From an optimization exercise on the open Yosys and OpenROAD flow, aimed at small area, a short achievable clock period and few clock cycles; shortcuts taken in it are not production practice. In this exercise RTL edits were held to simulation tests only and were not proved equivalent to the original. No activity file was given, so power comes from the tool's default toggle rates.

==> flow/design.v, too long to show whole: its modules and the start of the top module <==
// module fmul2: 67 lines
// module fsub2: 96 lines
// module ksadd: 26 lines
// module ksinc: 22 lines
// module ksadd2: 24 lines
// module mant_mul: 789 lines
// module dstep4: 16 lines
// module dstep2: 10 lines
// module fdiv_it: 63 lines
// module MyDesign: 283 lines
module MyDesign (clock, reset, go, rdAddress, wrAddress, WE, readbus, writebus, overflow, finished);
  // ...
==> flow/run.sh <==
#!/bin/bash
# synth_recipe.tcl (not shown) runs the flow's synth.tcl, then flattens the netlist and writes it again
# the make line also repeats each setting of config.mk as NAME=value (left out here)
make -C /OpenROAD-flow-scripts/flow DESIGN_CONFIG=/design/flow/config.mk WORK_HOME=/design/flow/orfs CLKGATE_MAP_FILE= SYNTH_SCRIPT=/design/flow/synth_recipe.tcl finish
==> flow/config.mk <==
export PLATFORM = sky130hd
export DESIGN_NAME = MyDesign
export DESIGN_NICKNAME = MyDesign
export VERILOG_FILES = /design/flow/design.v
export SDC_FILE = /design/flow/constraint.sdc
export NUM_CORES = 8
export LEC_CHECK = 0
export ABC_AREA = 1
export CAP_MARGIN = 30
export CORE_MARGIN = 2
export CORE_UTILIZATION = 35
export CTS_CLUSTER_DIAMETER = 105
export CTS_CLUSTER_SIZE = 20
export PLACE_DENSITY = 0.45
export SLEW_MARGIN = 30
==> flow/constraint.sdc <==
create_clock -name core_clock -period 30.0 [get_ports {clock}]
set_input_delay 6.0000 -clock core_clock [delete_from_list [all_inputs] [get_ports {clock}]]
set_output_delay 6.0000 -clock core_clock [all_outputs]
set_load 0.01 [all_outputs]
==> flow_summary.yaml, run 1 <==
drt:
  drt.antenna.violating_nets: 0
  first_pass_iters: 9
yosys:
  ys_seq_elements: 1147
  synthSimpleGateAreaFrac_pct: 23.7
  ys_top_cells_by_area: "edfxtp_1 19%, nand2_1 10%, fa_1 9.4%, dfxtp_1 9.2%, inv_1 7.3%"
  yosysMostFrequentCell: "nand2_1"
  synth.distinct_cells: 80
  yosysWarnings: 13
  syn_area_um2: 106000
cells_and_area:
  nNonClkInverters: 2183
  mostFrequentLayoutCells: "2,924 x nand2_1, 2,066 x inv_1, 1,117 x nor2_1"
  bufAreaShareNonClock_pct: 3.45
  final_cell_count_no_fill: 18300
critical_path:
  worstPathMaxFanout: 38
  crit_family: "simple AND/OR/NAND/NOR gates"
  path_class: "register to register"
  r2r_setup_slack_ns: 22.10
clock_network:
  cts_tree: "built"
  numCtsBuffers: 93
run_status:
  status: "complete, no violations"
power:
  p_int_uw: 3090
  sequentialPowerShare_pct: 34.2
  top_power_group: "combinational logic"
  powerComb_uw: 2230
  pwr-share-comb_pct: 40.7
timing:
  timing.hold.ws_ns: 0.455
  period_needed_ns: 7.90
global_routing:
  grt.overflow.total: 0
  grt_usage_pct: 39.0
  antenna_found_initial: 51
die:
  die_area_um2: 306000
  start_util_pct: 35.2
  taps: 3958
placed_design:
  place_area_um2: 112000
Testbench counts, summed over its fixed seeds: cycles 9,864.
==> inputs of run 2 (changes only) <==
--- a/flow/config.mk
+++ b/flow/config.mk
@@ -10,6 +10,4 @@
 export CORE_MARGIN = 2
 export CORE_UTILIZATION = 35
-export CTS_CLUSTER_DIAMETER = 105
-export CTS_CLUSTER_SIZE = 20
 export PLACE_DENSITY = 0.45
 export SLEW_MARGIN = 30
==> flow_summary.yaml, run 2 <==
timing:
  setup_violations: 0
  hold_viol_final: 0
  grt_setup_unrepaired: "false"
  setup_tns_ns: 0
  fmaxAchievable_mhz: 126
  final-max-slew-violation-count: 0
  period_needed_ns: 7.91
  period_share_pct: 26.4
  worstMarginPinSlew_ns: 1.13
  slew_headroom_pct: 24.2
  skew_ns: 0.0560
yosys:
  yosysTopAreaCell: "edfxtp_1"
  synth_top_family_by_area: "simple AND/OR/NAND/NOR gates"
  synth_xor_area_share_pct: 6.75
  syn_area_um2: 106000
  yosysMostFrequentCell: "nand2_1"
  synthSimpleGateAreaFrac_pct: 23.7
  yosysWarnings: 13
  synthesis.nets: 15300
  ys_seq_area_share_pct: 28.0
  ys_top_cells_by_area: "edfxtp_1 19%, nand2_1 10%, fa_1 9.4%, dfxtp_1 9.2%, inv_1 7.3%"
  yosys.area_share.adder_pct: 16.1
  ys_seq_elements: 1147
  synth_mux_area_share_pct: 0.0189
  synth_top_area_share_pct: 18.8
  synth.distinct_cells: 80
  synth.avg_cell_area_um2: 7.42
  synth_ff_type: "edfxtp_1"
  synth_edf_count: 661
  synth-compound-area-share_pct: 15.2
  syn_inst: 14300
  synth_commonest_cells: "2,934 x nand2_1, 2,068 x inv_1, 1,128 x nor2_1"
  synthArstFlopShare_pct: 0
critical_path:
  cp-startpoint: "u_s.sum1[23]"
  worstPathArrival_ns: 8.57
  r2r_setup_slack_ns: 22.09
  path_class: "register to register"
  cpPeakStageDelay_ns: 0.67
  worstPathMaxFanout: 38
  endpoint_kind: "register"
  reg2reg_from: "u_s.sum1[23]"
  crit_slowest_cell: "nand2_2"
  cp-start-kind: "register"
  worst_ep_required_time_ns: 30.67
cells_and_area:
  mostFrequentLayoutCells: "2,924 x nand2_1, 2,066 x inv_1, 1,117 x nor2_1"
  final_common_cell: "nand2_1"
  syn_to_final_growth_pct: 11.4
  drive_above_1_share_pct: 6.70
  top_regs: "u_m1.s1 x48, u_m2.s1 x48"
  nets: 15400
power:
  leakage_uw: 0.0539
  finalPower_uw: 6040
  powerDensity_nw_per_um2: 51.3
  worst_ir_drop_vdd_mv: 0.0599
die:
  start_util_pct: 35.2
  fp.dieW_um: 553
  die_h_um: 553
  core_um2: 300000
  io-pin-count: 84
  die_area_um2: 306000
  placementRows: 201
clock_network:
  cts.repair.resized: 0
  path_clk_slew_ns: 0.06
  cts_buffer_depth: 4
  clock_latency_ns: 0.90
  numCtsBuffers: 155
  cts_tree: "built"
  htreeDepth: 4
  ctsHoldBuffers: 0
  post_cts_buffers: 0
  cts_root_buf: "clkbuf_16"
  cts.sinks: 1147
drt:
  drt.antenna.violating_nets: 0
  drt_wl_total_um: 620000
  first_pass_iters: 7
  drc_errors: 0
  wl_per_cell_um: 33.8
  drt-vias-per-instance: 6.04
  vias: 111000
  drt_iter0_drc: 14900
placed_design:
  io_buffers: 83
  gp_congestion: 1.04
  dp_hpwl_um: 469000
min_path:
  min-delay-path-class: "register to register"
  min-delay-start: "u_s.z[17]"
global_routing:
  grt_pass1_wl_um: 852000
  grt_usage_pct: 39.2
  antenna_found_initial: 53
  grt_max_degree: 53
  grt_pass1_vias: 106000
  grt.overflow.total: 0
run_status:
  status: "complete, no violations"
flow_run:
  drv_cap: 0
run 2: critical path: cells and delay by family, from the launching register on:
kind	cells	cell delay [ns]
AOI/OAI and AO/OA	1	0.20
xor gates and xnor gates	1	0.20
adders and majority gates	3	0.60
buffers and inverters	4	0.79
DFF	1	0.35
and+or+nand+nor	25	5.54
run 2: where the power goes:
group	internal (uW)	switching [uW]
Sequential	1770	110
Clock	1120	815
Combinational	677	1550
Total	3560	2480
run 2: routing by layer:
metal  share of wire (%)  track usage, %  vias to the layer above
li1                    -               -                    47800
met1                  39            48.9                    54400
met2                  42            59.4                     6825
met3                  10            9.80                     1780
met4                 8.5            27.1                       34
met5               0.050           0.156                        -
run 2: area by class of cell:
type	count	area [um2]
Antenna cell	21	52.6
Clock buffer	207	4330
Clock inverter	72	803
Fill cell	31400	182000
Inverter	2183	8200
Multi-Input combinational cell	10300	65800
Sequential cell	1147	29600
Tap cell	3958	4950
Timing Repair Buffer	495	3990
run 2: final timing paths:
kind / endpoint / depth (start not counted)
worst max-delay path: TH10[15] / 34
worst min-delay path: PH9[17] / 0
worst max register to register: TH10[15] / 34
worst min register to register: PH9[17] / 0
run 2: stage by stage:
stage | area, um2 | instances | util [%] | setup slack, ns | hold WS [ns]
after floorplan | 106000 | 14300 | - | 23.24 | 0.391
after CTS | 118000 | 18300 | 39.2 | 22.06 | 0.451
after global placement | 112000 | 18100 | 37.4 | 21.91 | 0.443
after detailed placement | 112000 | 18100 | 37.5 | 21.84 | 0.447
after global routing | 118000 | 18300 | 39.2 | 21.47 | 0.464
final | 118000 | 18400 | 39.2 | 22.09 | 0.442
run 2: cells by family after synthesis:
group	count (synthesis)
AO/OA/AOI/OAI	2641
XOR/XNOR	814
AND/OR/NAND/NOR	5763
adder cells (fa/ha/maj)	1059
buffers and inverters	2825
multiplexers	2
flip-flops	1147
==> module fmul2, before the edit <==
module fmul2 (clock, a, b, en2, z, zn);
input         clock;
input  [31:0] a, b;
input         en2;
output reg [31:0] z;
output     [31:0] zn;       
wire [7:0]  ea = a[30:23], eb = b[30:23];
wire        za = (ea == 8'd0), zb = (eb == 8'd0);
wire        ia = (ea == 8'hff), ib = (eb == 8'hff);
wire        na = ia & (a[22:0] != 23'd0), nb = ib & (b[22:0] != 23'd0);
wire [1:0]  cls = (na | nb | (ia & zb) | (ib & za)) ? 2'd3 :
                  (ia | ib) ? 2'd2 : (za | zb) ? 2'd1 : 2'd0;
wire [47:0] ps, pc;
mant_mul mm (.a({1'b1, a[22:0]}), .b({1'b1, b[22:0]}), .s(ps), .c(pc));
reg [47:0] s1, c1;
wire [9:0]  ek0 = {2'b0, ea} + {2'b0, eb} - 10'd127;
wire [9:0]  ek1 = {2'b0, ea} + {2'b0, eb} - 10'd126;
wire [9:0]  ek2 = {2'b0, ea} + {2'b0, eb} - 10'd125;
wire [2:0]  zk = {ek2[9] | (~ek2[8] & (ek2[7:0] == 8'd0)), ek1[9] | (~ek1[8] & (ek1[7:0] == 8'd0)), ek0[9] | (~ek0[8] & (ek0[7:0] == 8'd0))};
wire [2:0]  ik = {~ek2[9] & (ek2[8] | (ek2[7:0] == 8'hff)), ~ek1[9] & (ek1[8] | (ek1[7:0] == 8'hff)), ~ek0[9] & (ek0[8] | (ek0[7:0] == 8'hff))};
reg [7:0]  x0, x1, x2;
reg [2:0]  zk1, ik1;
reg        sz1;
reg [1:0]  cl1;
always @(posedge clock) begin
	s1 <= ps; c1 <= pc;
	x0 <= ek0[7:0]; x1 <= ek1[7:0]; x2 <= ek2[7:0]; zk1 <= zk; ik1 <= ik;
	sz1 <= a[31] ^ b[31];
	cl1 <= cls;
end
wire [21:0] lsum;
wire        co1;
ksadd #(.N(22)) lo (.a(s1[21:0]), .b(c1[21:0]), .ci(1'b0), .s(lsum), .co(co1));
wire [21:0] zx = (s1[21:0] ^ c1[21:0]) ^ {(s1[20:0] | c1[20:0]), 1'b0};
wire        lz1 = (zx == 22'd0);
wire [25:0] p0, p1;
ksadd2 #(.N(26)) hi (.a(s1[47:22]), .b(c1[47:22]), .s0(p0), .s1(p1));
wire [25:0] p = co1 ? p1 : p0;
wire        n1 = p[25];
wire        up1 = p[0] & (~lz1 | p[1]);                
wire        up2 = p[1] & (p[0] | ~lz1 | p[2]);         
wire [23:0] i2, i1;
wire        c2, c1i;
ksinc #(.N(24)) inc2 (.a(p[25:2]), .ci(1'b1), .s(i2), .co(c2));
ksinc #(.N(24)) inc1 (.a(p[24:1]), .ci(1'b1), .s(i1), .co(c1i));
wire [23:0] r1m = up1 ? i1 : p[24:1];
wire [23:0] r2m = up2 ? i2 : p[25:2];
wire        mc1 = up1 & c1i, mc2 = up2 & c2;
wire [23:0] mi = n1 ? r2m : r1m;
wire        mco = n1 ? mc2 : mc1;
wire [22:0] mf = mco ? 23'd0 : mi[22:0];
wire        k2 = n1 & mco, k0 = ~n1 & ~mco, k1 = ~k2 & ~k0;
wire        ez = (k0 & zk1[0]) | (k1 & zk1[1]) | (k2 & zk1[2]);
wire        ei = (k0 & ik1[0]) | (k1 & ik1[1]) | (k2 & ik1[2]);
wire [7:0]  ex = ({8{k0}} & x0) | ({8{k1}} & x1) | ({8{k2}} & x2);
reg  [31:0] zr;
always @(*) begin
	if (cl1 == 2'd3)                       zr = 32'h7fc00000;
	else if (cl1 == 2'd2)                  zr = {sz1, 8'hff, 23'd0};
	else if (cl1 == 2'd1)                  zr = {sz1, 31'd0};
	else if (ez)                           zr = {sz1, 31'd0};
	else if (ei)                           zr = {sz1, 8'hff, 23'd0};
	else                                   zr = {sz1, ex, mf};
end
assign zn = zr;
always @(posedge clock) if (en2) z <= zr;
endmodule
==> inputs of run 3 (changes only) <==
--- a/flow/design.v
+++ b/flow/design.v
@@ -11,7 +11,7 @@
 wire [1:0]  cls = (na | nb | (ia & zb) | (ib & za)) ? 2'd3 :
                   (ia | ib) ? 2'd2 : (za | zb) ? 2'd1 : 2'd0;
-wire [47:0] ps, pc;
-mant_mul mm (.a({1'b1, a[22:0]}), .b({1'b1, b[22:0]}), .s(ps), .c(pc));
-reg [47:0] s1, c1;
+wire [47:0] ps, pc, pe;
+mant_mul3 mm (.a({1'b1, a[22:0]}), .b({1'b1, b[22:0]}), .s(ps), .c(pc), .e(pe));
+reg [47:0] s0, c0, e0r;
 wire [9:0]  ek0 = {2'b0, ea} + {2'b0, eb} - 10'd127;
 wire [9:0]  ek1 = {2'b0, ea} + {2'b0, eb} - 10'd126;
@@ -24,9 +24,11 @@
 reg [1:0]  cl1;
 always @(posedge clock) begin
-	s1 <= ps; c1 <= pc;
+	s0 <= ps; c0 <= pc; e0r <= pe;
 	x0 <= ek0[7:0]; x1 <= ek1[7:0]; x2 <= ek2[7:0]; zk1 <= zk; ik1 <= ik;
 	sz1 <= a[31] ^ b[31];
 	cl1 <= cls;
 end
+wire [47:0] s1 = s0 ^ c0 ^ e0r;
+wire [47:0] c1 = {(s0[46:0] & c0[46:0]) | (s0[46:0] & e0r[46:0]) | (c0[46:0] & e0r[46:0]), 1'b0};
 wire [21:0] lsum;
 wire        co1;
@@ -234,5 +236,5 @@
 assign s1 = (a ^ b) ^ {g[LV][N-2:0] | p[LV][N-2:0], 1'b1};
 endmodule
-module mant_mul (input [23:0] a, input [23:0] b, output [47:0] s, output [47:0] c);
+module mant_mul3 (input [23:0] a, input [23:0] b, output [47:0] s, output [47:0] c, output [47:0] e);
 wire [25:0] bb = {2'b00, b};
 wire [26:0] bx = {bb, 1'b0};
@@ -834,192 +836,148 @@
 wire w505 = pp11[24] ^ pp12[22];
 wire w506 = pp11[24] & pp12[22];
-wire w507 = pp0[2] ^ pp1[0];
-wire w508 = pp0[2] & pp1[0];
-wire w509 = pp0[3] ^ pp1[1];
-wire w510 = pp0[3] & pp1[1];
-wire w511 = w421 ^ pp2[0] ^ neg2;
-wire w512 = (w421 & pp2[0]) | (w421 & neg2) | (pp2[0] & neg2);
-wire w513 = w422 ^ w423 ^ pp2[1];
-wire w514 = (w422 & w423) | (w422 & pp2[1]) | (w423 & pp2[1]);
-wire w515 = w424 ^ w425 ^ neg3;
-wire w516 = (w424 & w425) | (w424 & neg3) | (w425 & neg3);
-wire w517 = w426 ^ w427 ^ pp3[1];
-wire w518 = (w426 & w427) | (w426 & pp3[1]) | (w427 & pp3[1]);
-wire w519 = w428 ^ w429 ^ neg4;
-wire w520 = (w428 & w429) | (w428 & neg4) | (w429 & neg4);
-wire w521 = w430 ^ w431 ^ w283;
-wire w522 = (w430 & w431) | (w430 & w283) | (w431 & w283);
-wire w523 = w432 ^ w433 ^ w287;
-wire w524 = (w432 & w433) | (w432 & w287) | (w433 & w287);
-wire w525 = w434 ^ w435 ^ w291;
-wire w526 = (w434 & w435) | (w434 & w291) | (w435 & w291);
-wire w527 = w436 ^ w437 ^ w295;
-wire w528 = (w436 & w437) | (w436 & w295) | (w437 & w295);
-wire w529 = w438 ^ w439 ^ w299;
-wire w530 = (w438 & w439) | (w438 & w299) | (w439 & w299);
-wire w531 = w440 ^ w441 ^ w303;
-wire w532 = (w440 & w441) | (w440 & w303) | (w441 & w303);
-wire w533 = w442 ^ w443 ^ w307;
-wire w534 = (w442 & w443) | (w442 & w307) | (w443 & w307);
-wire w535 = w444 ^ w445 ^ w311;
-wire w536 = (w444 & w445) | (w444 & w311) | (w445 & w311);
-wire w537 = w446 ^ w447 ^ w315;
-wire w538 = (w446 & w447) | (w446 & w315) | (w447 & w315);
-wire w539 = w448 ^ w449 ^ w319;
-wire w540 = (w448 & w449) | (w448 & w319) | (w449 & w319);
-wire w541 = w450 ^ w451 ^ w323;
-wire w542 = (w450 & w451) | (w450 & w323) | (w451 & w323);
-wire w543 = w452 ^ w453 ^ w327;
-wire w544 = (w452 & w453) | (w452 & w327) | (w453 & w327);
-wire w545 = w454 ^ w455 ^ w331;
-wire w546 = (w454 & w455) | (w454 & w331) | (w455 & w331);
-wire w547 = w456 ^ w457 ^ w335;
-wire w548 = (w456 & w457) | (w456 & w335) | (w457 & w335);
-wire w549 = w458 ^ w459 ^ w339;
-wire w550 = (w458 & w459) | (w458 & w339) | (w459 & w339);
-wire w551 = w460 ^ w461 ^ w343;
-wire w552 = (w460 & w461) | (w460 & w343) | (w461 & w343);
-wire w553 = w462 ^ w463 ^ w347;
-wire w554 = (w462 & w463) | (w462 & w347) | (w463 & w347);
-wire w555 = w464 ^ w465 ^ w351;
-wire w556 = (w464 & w465) | (w464 & w351) | (w465 & w351);
-wire w557 = w466 ^ w467 ^ w355;
-wire w558 = (w466 & w467) | (w466 & w355) | (w467 & w355);
-wire w559 = w468 ^ w469 ^ w359;
-wire w560 = (w468 & w469) | (w468 & w359) | (w469 & w359);
-wire w561 = w470 ^ w471 ^ w363;
-wire w562 = (w470 & w471) | (w470 & w363) | (w471 & w363);
-wire w563 = w472 ^ w473 ^ w367;
-wire w564 = (w472 & w473) | (w472 & w367) | (w473 & w367);
-wire w565 = w474 ^ w475 ^ w371;
-wire w566 = (w474 & w475) | (w474 & w371) | (w475 & w371);
-wire w567 = w476 ^ w477 ^ w375;
-wire w568 = (w476 & w477) | (w476 & w375) | (w477 & w375);
-wire w569 = w478 ^ w479 ^ w379;
-wire w570 = (w478 & w479) | (w478 & w379) | (w479 & w379);
-wire w571 = w480 ^ w481 ^ w383;
-wire w572 = (w480 & w481) | (w480 & w383) | (w481 & w383);
-wire w573 = w482 ^ w483 ^ w387;
-wire w574 = (w482 & w483) | (w482 & w387) | (w483 & w387);
-wire w575 = w484 ^ w485 ^ w391;
-wire w576 = (w484 & w485) | (w484 & w391) | (w485 & w391);
-wire w577 = w486 ^ w487 ^ w395;
-wire w578 = (w486 & w487) | (w486 & w395) | (w487 & w395);
-wire w579 = w488 ^ w489 ^ w399;
-wire w580 = (w488 & w489) | (w488 & w399) | (w489 & w399);
-wire w581 = w490 ^ w491 ^ w403;
-wire w582 = (w490 & w491) | (w490 & w403) | (w491 & w403);
-wire w583 = w492 ^ w493 ^ w407;
-wire w584 = (w492 & w493) | (w492 & w407) | (w493 & w407);
-wire w585 = w494 ^ w495 ^ w411;
-wire w586 = (w494 & w495) | (w494 & w411) | (w495 & w411);
-wire w587 = w496 ^ w497 ^ w415;
-wire w588 = (w496 & w497) | (w496 & w415) | (w497 & w415);
-wire w589 = w498 ^ w499 ^ pp12[19];
-wire w590 = (w498 & w499) | (w498 & pp12[19]) | (w499 & pp12[19]);
-wire w591 = w500 ^ w501 ^ 1'b1;
-wire w592 = (w500 & w501) | (w500 & 1'b1) | (w501 & 1'b1);
-wire w593 = w502 ^ w503 ^ pp12[21];
-wire w594 = (w502 & w503) | (w502 & pp12[21]) | (w503 & pp12[21]);
-wire w595 = w504 ^ w505 ^ 1'b1;
-wire w596 = (w504 & w505) | (w504 & 1'b1) | (w505 & 1'b1);
-wire w597 = w506 ^ ~neg11 ^ pp12[23];
-wire w598 = (w506 & ~neg11) | (w506 & pp12[23]) | (~neg11 & pp12[23]);
 assign s[0] = pp0[0];
 assign c[0] = neg0;
+assign e[0] = 1'b0;
 assign s[1] = pp0[1];
 assign c[1] = 1'b0;
-assign s[2] = w507;
-assign c[2] = neg1;
-assign s[3] = w508;
-assign c[3] = w509;
-assign s[4] = w510;
-assign c[4] = w511;
-assign s[5] = w512;
-assign c[5] = w513;
-assign s[6] = w514;
-assign c[6] = w515;
-assign s[7] = w516;
-assign c[7] = w517;
-assign s[8] = w518;
-assign c[8] = w519;
-assign s[9] = w520;
-assign c[9] = w521;
-assign s[10] = w522;
-assign c[10] = w523;
-assign s[11] = w524;
-assign c[11] = w525;
-assign s[12] = w526;
-assign c[12] = w527;
-assign s[13] = w528;
-assign c[13] = w529;
-assign s[14] = w530;
-assign c[14] = w531;
-assign s[15] = w532;
-assign c[15] = w533;
-assign s[16] = w534;
-assign c[16] = w535;
-assign s[17] = w536;
-assign c[17] = w537;
-assign s[18] = w538;
-assign c[18] = w539;
-assign s[19] = w540;
-assign c[19] = w541;
-assign s[20] = w542;
-assign c[20] = w543;
-assign s[21] = w544;
-assign c[21] = w545;
-assign s[22] = w546;
-assign c[22] = w547;
-assign s[23] = w548;
-assign c[23] = w549;
-assign s[24] = w550;
-assign c[24] = w551;
-assign s[25] = w552;
-assign c[25] = w553;
-assign s[26] = w554;
-assign c[26] = w555;
-assign s[27] = w556;
-assign c[27] = w557;
-assign s[28] = w558;
-assign c[28] = w559;
-assign s[29] = w560;
-assign c[29] = w561;
-assign s[30] = w562;
-assign c[30] = w563;
-assign s[31] = w564;
-assign c[31] = w565;
-assign s[32] = w566;
-assign c[32] = w567;
-assign s[33] = w568;
-assign c[33] = w569;
-assign s[34] = w570;
-assign c[34] = w571;
-assign s[35] = w572;
-assign c[35] = w573;
-assign s[36] = w574;
-assign c[36] = w575;
-assign s[37] = w576;
-assign c[37] = w577;
-assign s[38] = w578;
-assign c[38] = w579;
-assign s[39] = w580;
-assign c[39] = w581;
-assign s[40] = w582;
-assign c[40] = w583;
-assign s[41] = w584;
-assign c[41] = w585;
-assign s[42] = w586;
-assign c[42] = w587;
-assign s[43] = w588;
-assign c[43] = w589;
-assign s[44] = w590;
-assign c[44] = w591;
-assign s[45] = w592;
-assign c[45] = w593;
-assign s[46] = w594;
-assign c[46] = w595;
-assign s[47] = w596;
-assign c[47] = w597;
+assign e[1] = 1'b0;
+assign s[2] = pp0[2];
+assign c[2] = pp1[0];
+assign e[2] = neg1;
+assign s[3] = pp0[3];
+assign c[3] = pp1[1];
+assign e[3] = 1'b0;
+assign s[4] = w421;
+assign c[4] = pp2[0];
+assign e[4] = neg2;
+assign s[5] = w422;
+assign c[5] = w423;
+assign e[5] = pp2[1];
+assign s[6] = w424;
+assign c[6] = w425;
+assign e[6] = neg3;
+assign s[7] = w426;
+assign c[7] = w427;
+assign e[7] = pp3[1];
+assign s[8] = w428;
+assign c[8] = w429;
+assign e[8] = neg4;
+assign s[9] = w430;
+assign c[9] = w431;
+assign e[9] = w283;
+assign s[10] = w432;
+assign c[10] = w433;
+assign e[10] = w287;
+assign s[11] = w434;
+assign c[11] = w435;
+assign e[11] = w291;
+assign s[12] = w436;
+assign c[12] = w437;
+assign e[12] = w295;
+assign s[13] = w438;
+assign c[13] = w439;
+assign e[13] = w299;
+assign s[14] = w440;
+assign c[14] = w441;
+assign e[14] = w303;
+assign s[15] = w442;
+assign c[15] = w443;
+assign e[15] = w307;
+assign s[16] = w444;
+assign c[16] = w445;
+assign e[16] = w311;
+assign s[17] = w446;
+assign c[17] = w447;
+assign e[17] = w315;
+assign s[18] = w448;
+assign c[18] = w449;
+assign e[18] = w319;
+assign s[19] = w450;
+assign c[19] = w451;
+assign e[19] = w323;
+assign s[20] = w452;
+assign c[20] = w453;
+assign e[20] = w327;
+assign s[21] = w454;
+assign c[21] = w455;
+assign e[21] = w331;
+assign s[22] = w456;
+assign c[22] = w457;
+assign e[22] = w335;
+assign s[23] = w458;
+assign c[23] = w459;
+assign e[23] = w339;
+assign s[24] = w460;
+assign c[24] = w461;
+assign e[24] = w343;
+assign s[25] = w462;
+assign c[25] = w463;
+assign e[25] = w347;
+assign s[26] = w464;
+assign c[26] = w465;
+assign e[26] = w351;
+assign s[27] = w466;
+assign c[27] = w467;
+assign e[27] = w355;
+assign s[28] = w468;
+assign c[28] = w469;
+assign e[28] = w359;
+assign s[29] = w470;
+assign c[29] = w471;
+assign e[29] = w363;
+assign s[30] = w472;
+assign c[30] = w473;
+assign e[30] = w367;
+assign s[31] = w474;
+assign c[31] = w475;
+assign e[31] = w371;
+assign s[32] = w476;
+assign c[32] = w477;
+assign e[32] = w375;
+assign s[33] = w478;
+assign c[33] = w479;
+assign e[33] = w379;
+assign s[34] = w480;
+assign c[34] = w481;
+assign e[34] = w383;
+assign s[35] = w482;
+assign c[35] = w483;
+assign e[35] = w387;
+assign s[36] = w484;
+assign c[36] = w485;
+assign e[36] = w391;
+assign s[37] = w486;
+assign c[37] = w487;
+assign e[37] = w395;
+assign s[38] = w488;
+assign c[38] = w489;
+assign e[38] = w399;
+assign s[39] = w490;
+assign c[39] = w491;
+assign e[39] = w403;
+assign s[40] = w492;
+assign c[40] = w493;
+assign e[40] = w407;
+assign s[41] = w494;
+assign c[41] = w495;
+assign e[41] = w411;
+assign s[42] = w496;
+assign c[42] = w497;
+assign e[42] = w415;
+assign s[43] = w498;
+assign c[43] = w499;
+assign e[43] = pp12[19];
+assign s[44] = w500;
+assign c[44] = w501;
+assign e[44] = 1'b1;
+assign s[45] = w502;
+assign c[45] = w503;
+assign e[45] = pp12[21];
+assign s[46] = w504;
+assign c[46] = w505;
+assign e[46] = 1'b1;
+assign s[47] = w506;
+assign c[47] = ~neg11;
+assign e[47] = pp12[23];
 endmodule
 module dstep4 (r_in, d1, d2, d3, r_out, q);
--- a/flow/config.mk
+++ b/flow/config.mk
@@ -10,4 +10,6 @@
 export CORE_MARGIN = 2
 export CORE_UTILIZATION = 35
+export CTS_CLUSTER_DIAMETER = 105
+export CTS_CLUSTER_SIZE = 20
 export PLACE_DENSITY = 0.45
 export SLEW_MARGIN = 30
==> flow_summary.yaml, run 3 <==
run_status:
  status: "complete, no violations"
yosys:
  synthesis.nets: 15200
  ys_top_cells_by_area: "edfxtp_1 19%, dfxtp_1 11%, nand2_1 10%, fa_1 9.4%, inv_1 6.6%"
  synth_edf_count: 661
  synth_mux_area_share_pct: 0.0282
  synth_ff_type: "edfxtp_1"
  yosys.area_share.adder_pct: 16.0
  synthArstFlopShare_pct: 0
  yosysTopAreaCell: "edfxtp_1"
  ys_seq_elements: 1229
  syn_inst: 14100
  synth_top_area_share_pct: 18.6
  synth.avg_cell_area_um2: 7.55
  yosysWarnings: 13
  syn_area_um2: 107000
  synthSimpleGateAreaFrac_pct: 23.8
  ys_seq_area_share_pct: 29.3
  synth_top_family_by_area: "simple AND/OR/NAND/NOR gates"
  synth-compound-area-share_pct: 14.9
  synth_commonest_cells: "2,949 x nand2_1, 1,876 x inv_1, 1,138 x nor2_1"
  synth_xor_area_share_pct: 6.61
  yosysMostFrequentCell: "nand2_1"
  synth.distinct_cells: 78
clock_network:
  post_cts_buffers: 0
  cts.sinks: 1229
  cts.repair.resized: 0
  cts_buffer_depth: 4
  ctsHoldBuffers: 0
  cts_tree: "built"
  cts_root_buf: "clkbuf_16"
  path_clk_slew_ns: 0.09
  clock_latency_ns: 0.92
  numCtsBuffers: 89
  htreeDepth: 3
placed_design:
  dp_hpwl_um: 462000
  dp_cells: 17900
  gp_congestion: 1.03
  io_buffers: 83
critical_path:
  reg2reg_from: "u_d.d3[0]"
  critPathBufInv: 4
  path_depth: 32
  path_common_cell: "nand2_1"
  r2r_setup_slack_ns: 21.22
  endpoint: "u_d.r[8]"
  crit_family: "compound AO/OA/AOI/OAI gates"
  endpoint_kind: "register"
  worst_ep_required_time_ns: 30.58
  cp-start-kind: "register"
  cp-startpoint: "u_d.d3[0]"
  r2r_cells: 32
  worstPathArrival_ns: 9.36
  crit_slowest_cell: "nand2_1"
  cpPeakStageDelay_ns: 0.86
  path_class: "register to register"
  r2r_end: "u_d.r[8]"
  worstPathMaxFanout: 26
die:
  core_um2: 303000
  die_area_um2: 309000
  die_h_um: 556
  fp.dieW_um: 556
  io-pin-count: 84
  placementRows: 202
  start_util_pct: 35.2
drt:
  first_pass_iters: 7
  drt-vias-per-instance: 6.13
  drt.antenna.violating_nets: 0
  vias: 111000
  drc_errors: 0
  wl_per_cell_um: 33.9
  drt_wl_total_um: 614000
  drt_iter0_drc: 15600
cells_and_area:
  final_cell_count_no_fill: 18100
  drive_above_1_share_pct: 5.95
  final_common_cell: "nand2_1"
  multiInputGateArea_um2: 66000
  top_regs: "u_m1.s0 x48, u_m2.s0 x48"
  mostFrequentLayoutCells: "2,928 x nand2_1, 1,869 x inv_1, 1,119 x nor2_1"
  regArea_um2: 31200
  syn_to_final_growth_pct: 9.12
  nets: 15100
  fin_util_pct: 38.4
  nFillCells: 31700
flow_run:
  drv_cap: 0
global_routing:
  antenna_found_initial: 51
  grt.overflow.total: 0
  grt_pass1_wl_um: 842000
  grt_max_degree: 43
  grt_usage_pct: 38.5
  grt_pass1_vias: 106000
timing:
  final-max-slew-violation-count: 0
  period_needed_ns: 8.78
  setup_violations: 0
  fmaxAchievable_mhz: 114
  grt_setup_unrepaired: "false"
  slew_headroom_pct: 21.9
  worstMarginPinSlew_ns: 1.17
  period_share_pct: 29.3
  skew_ns: 0.0816
  setup_tns_ns: 0
  hold_viol_final: 0
min_path:
  min-delay-path-class: "register to register"
power:
  worst_ir_drop_vdd_mv: 0.0784
  powerDensity_nw_per_um2: 48.9
  leakage_uw: 0.0527
==> run 3: cell count changes after synthesis, sizes merged, moves of 39 or more <==
cell    previous run  this run
dfxtp            486       568
xnor2             98       137
xor2             716       667
inv             2104      1908
nand3            804       933
o221ai            43        82
o22ai            880       824
a221oi            81       121
==> run 3: layer usage <==
layer	vias to the layer above	track usage, %	routed length, um
li1	47600	-	-
met1	54600	51.5	252000
met2	7220	56.2	252000
met3	1705	11.0	71100
met4	34	19.6	39100
met5	-	0	224
==> run 3: kinds of logic (layout without fill, tap and decap cells) <==
group	Yosys count	in the layout
AND/OR/NAND/NOR	5855	5855
multiplexers	3	3
adder cells (fa/ha/maj)	1062	1062
XOR/XNOR	804	804
buffers and inverters	2598	2582
flip-flops	1229	1229
other	0	33
AO/OA/AOI/OAI	2571	2571
==> run 3: worst min-delay path by stage <==
stage	cells past startpoint	start	end	slack, ns
after floorplan	0	RB[25]	RB2[25]	0.39
after global placement	0	u_s.z[19]	PH9[19]	0.44
after detailed placement	0	u_s.z[19]	PH9[19]	0.44
after CTS	0	u_s.z[19]	PH9[19]	0.46
after global routing	0	u_s.z[17]	PH9[17]	0.47
final	0	u_s.z[17]	PH9[17]	0.46
==> run 3: worst reg2reg max path, delay by kind of cell, from the launching register on <==
family	cells	cell delay [ns]
flops	1	0.45
compound gates	12	3.11
simple gates	14	2.96
buf+inv	4	1.30
fa+ha+maj	2	0.70
==> run 3: area by class of cell <==
| class | count | share of cell area (%) |
|---|---|---|
| clock inverters | 37 | 0.382 |
| diodes | 33 | 0.0710 |
| repair buffers | 448 | 3.11 |
| well taps | 3978 | 4.28 |
| clock buffers | 120 | 2.12 |
| multi-input cells | 10300 | 56.8 |
| inverters | 1977 | 6.38 |
| flip-flops and latches | 1229 | 26.9 |
==> run 3: report_power, final <==
part / switching [uW] / internal [uW] / leakage [uW]
Combinational: 1660 / 698 / 0.0406
Sequential: 103 / 1870 / 0.0107
Clock: 735 / 618 / 0.00143
==> run 3: per-stage QoR <==
| stage | hold slack [ns] | area [um2] | setup slack (ns) | power (uW) |
|---|---|---|---|---|
| 2_1_floorplan | 0.391 | 107000 | 23.31 | 3510 |
| 3_3_place_gp | 0.440 | 113000 | 20.58 | 4320 |
| 3_5_place_dp | 0.444 | 113000 | 20.73 | 4310 |
| 4_1_cts | 0.463 | 116000 | 20.70 | 5650 |
| 5_1_grt | 0.474 | 116000 | 20.15 | 5990 |
| 6_report | 0.462 | 116000 | 21.22 | 5690 |
Testbench counts of run 3, summed over its fixed seeds: cycles 9,864.
==> inputs of run 4 (changes only) <==
--- a/flow/config.mk
+++ b/flow/config.mk
@@ -10,6 +10,4 @@
 export CORE_MARGIN = 2
 export CORE_UTILIZATION = 35
-export CTS_CLUSTER_DIAMETER = 105
-export CTS_CLUSTER_SIZE = 20
 export PLACE_DENSITY = 0.45
 export SLEW_MARGIN = 30
==> flow_summary.yaml, run 4 <==
timing:
  period_share_pct: 29.4
  final-max-slew-violation-count: 0
  period_needed_ns: 8.81
  worstMarginPinSlew_ns: 1.18
  skew_ns: 0.124
  grt_setup_unrepaired: "false"
  slew_headroom_pct: 21.0
  setup_tns_ns: 0
  fmaxAchievable_mhz: 114
  hold_viol_final: 0
  setup_violations: 0
power:
  worst_ir_drop_vdd_mv: 0.0807
  powerDensity_nw_per_um2: 53.4
  leakage_uw: 0.0538
critical_path:
  cp-start-kind: "register"
  path_common_cell: "nand2_1"
  path_class: "register to register"
  cpPeakStageDelay_ns: 0.86
  worstPathArrival_ns: 9.38
  r2r_end: "u_d.r[8]"
  r2r_setup_slack_ns: 21.19
  worst_ep_required_time_ns: 30.58
  cp-startpoint: "u_d.d3[0]"
  endpoint: "u_d.r[8]"
  reg2reg_from: "u_d.d3[0]"
  endpoint_kind: "register"
  crit_slowest_cell: "nand2_1"
  r2r_cells: 32
  worstPathMaxFanout: 26
die:
  fp.dieW_um: 556
  io-pin-count: 84
  core_um2: 303000
  start_util_pct: 35.2
  die_area_um2: 309000
  die_h_um: 556
  placementRows: 202
global_routing:
  top_usage_layer: "met2"
  antenna_found_initial: 42
  grt_pass1_vias: 107000
  grt_max_degree: 43
  met1_usage_pct: 51.4
  grt_pass1_wl_um: 846000
  grt.overflow.total: 0
  grt_usage_pct: 38.7
  grtUsageMet3_pct: 11.4
  met2_usage_pct: 56.4
drt:
  drt_wl_total_um: 616000
  drt.antenna.violating_nets: 0
  drt-vias-per-instance: 6.11
  drc_errors: 0
  vias: 111000
  first_pass_iters: 9
  drt_iter0_drc: 15500
  wl_per_cell_um: 33.8
yosys:
  synth.distinct_cells: 78
  syn_inst: 14100
  synthArstFlopShare_pct: 0
  synth_ff_type: "edfxtp_1"
  synth_top_area_share_pct: 18.6
  yosysMostFrequentCell: "nand2_1"
  syn_area_um2: 107000
  yosysWarnings: 13
  yosysTopAreaCell: "edfxtp_1"
  synth_edf_count: 661
  synth_commonest_cells: "2,949 x nand2_1, 1,876 x inv_1, 1,138 x nor2_1"
  synth.avg_cell_area_um2: 7.55
  synthesis.nets: 15200
  ys_top_cells_by_area: "edfxtp_1 19%, dfxtp_1 11%, nand2_1 10%, fa_1 9.4%, inv_1 6.6%"
  ys_seq_area_share_pct: 29.3
  ys_seq_elements: 1229
clock_network:
  cts_root_buf: "clkbuf_16"
  cts_buffer_depth: 4
  numCtsBuffers: 158
  cts.sinks: 1229
  clock_latency_ns: 0.93
  htreeDepth: 4
  post_cts_buffers: 0
  ctsHoldBuffers: 0
  cts.repair.resized: 0
  path_clk_slew_ns: 0.06
  cts_tree: "built"
cells_and_area:
  final_common_cell: "nand2_1"
  final_area_um2: 119000
  nets: 15200
  nFillCells: 31600
  top_regs: "u_m1.s0 x48, u_m2.s0 x48"
  syn_to_final_growth_pct: 11.3
  drive_above_1_share_pct: 6.62
  mostFrequentLayoutCells: "2,928 x nand2_1, 1,869 x inv_1, 1,119 x nor2_1"
placed_design:
  io_buffers: 83
  place_area_um2: 113000
  dp_hpwl_um: 462000
  gp_congestion: 1.03
run_status:
  status: "complete, no violations"
flow_run:
  drv_cap: 0
min_path:
  min-delay-path-class: "register to register"
[run 4: area by class of cell]
cell class	instances	area, um2	share of cell area [%]
clock buffers	214	4460	3.76
multi-input cells	10300	66000	55.7
flip-flops and latches	1229	31200	26.3
diodes	33	82.6	0.0696
clock inverters	72	756	0.637
repair buffers	449	3640	3.07
inverters	1977	7420	6.26
well taps	3978	4980	4.20
[run 4: logic make-up after synthesis]
kind of cell	after synthesis	share of synthesized area, %
adder cells (fa/ha/maj)	1062	16.0
multiplexers	3	0.0282
XOR/XNOR	804	6.61
buffers and inverters	2598	9.32
AND/OR/NAND/NOR	5855	23.8
AO/OA/AOI/OAI	2571	14.9
flip-flops	1229	29.3
[run 4: routing by layer]
layer	vias to the layer above	share of wire, %
met2	7021	41
met1	54900	41
met4	30	6.5
met3	1702	12
met5	-	0.053
li1	47700	-
[run 4: report_power, final]
| group | switching, uW | total (uW) | internal [uW] |
|---|---|---|---|
| Clock | 856 | 2000 | 1140 |
| Sequential | 103 | 1980 | 1870 |
| Combinational | 1660 | 2360 | 699 |
[run 4: how the worst min path moves through the flow]
stage               from       to  depth (start not counted)
2_1_floorplan     RB[25]  RB2[25]                          0
3_5_place_dp   u_s.z[19]  PH9[19]                          0
3_3_place_gp   u_s.z[19]  PH9[19]                          0
6_report       u_s.z[19]  PH9[19]                          0
4_1_cts        u_s.z[19]  PH9[19]                          0
5_1_grt        u_s.z[19]  PH9[19]                          0
[run 4: worst max-delay path, delay by kind of cell (launching register included)]
kind | cells | cell delay [ns]
buffers and inverters | 4 | 1.30
adder cells (fa/ha/maj) | 2 | 0.69
AO/OA/AOI/OAI | 12 | 3.14
AND/OR/NAND/NOR | 14 | 2.95
flip-flops | 1 | 0.43
[run 4: stage by stage]
step / util (%) / power [uW] / instances / setup slack [ns] / hold WS (ns)
6_report: 39.2 / 6330 / 18200 / 21.19 / 0.457
5_1_grt: 39.2 / 6650 / 18200 / 20.16 / 0.472
4_1_cts: 39.1 / 6300 / 18200 / 20.71 / 0.457
3_5_place_dp: 37.4 / 4310 / 17900 / 20.73 / 0.444
3_3_place_gp: 37.3 / 4320 / 17900 / 20.58 / 0.440
2_1_floorplan: - / 3510 / 14100 / 23.31 / 0.391

-- separate check: timing with driven ports --
How much do the figures lean on ideal ports? The routed layouts below were timed once more, with nothing changed but the port constraints. Step 1 assumes that a clkbuf_16 drives the clock port and a buf_2 every other input. Step 2 times the ports against the registers' clock, not the clock port: input delays grow and output delays shrink by t, the midpoint of the rising clock arrivals with the driver on. a / b / c = ideal ports / drivers / drivers and shift; a / b = the first two.
run | t, ns | setup slack, ns | worst setup path after step 2 | latest minus earliest clock arrival (ns) | worst data-port slew with drivers (ns)
run 1 | 0.993 | 22.104 / 22.079 / 21.978 | input to register | 0.065 / 0.064 | 0.18
run 2 | 0.980 | 22.095 / 22.048 / 21.976 | input to register | 0.062 / 0.061 | 0.19
run 3 | 0.972 | 21.216 / 21.216 / 21.216 | register to register | 0.082 / 0.082 | 0.07
run 4 | 0.975 | 21.195 / 21.195 / 21.195 | register to register | 0.128 / 0.128 | 0.07
After both steps every run listed still meets setup and hold. The setup slack of run 1, which loses most, moves by -0.025 ns with the drivers and by -0.126 ns with both steps.
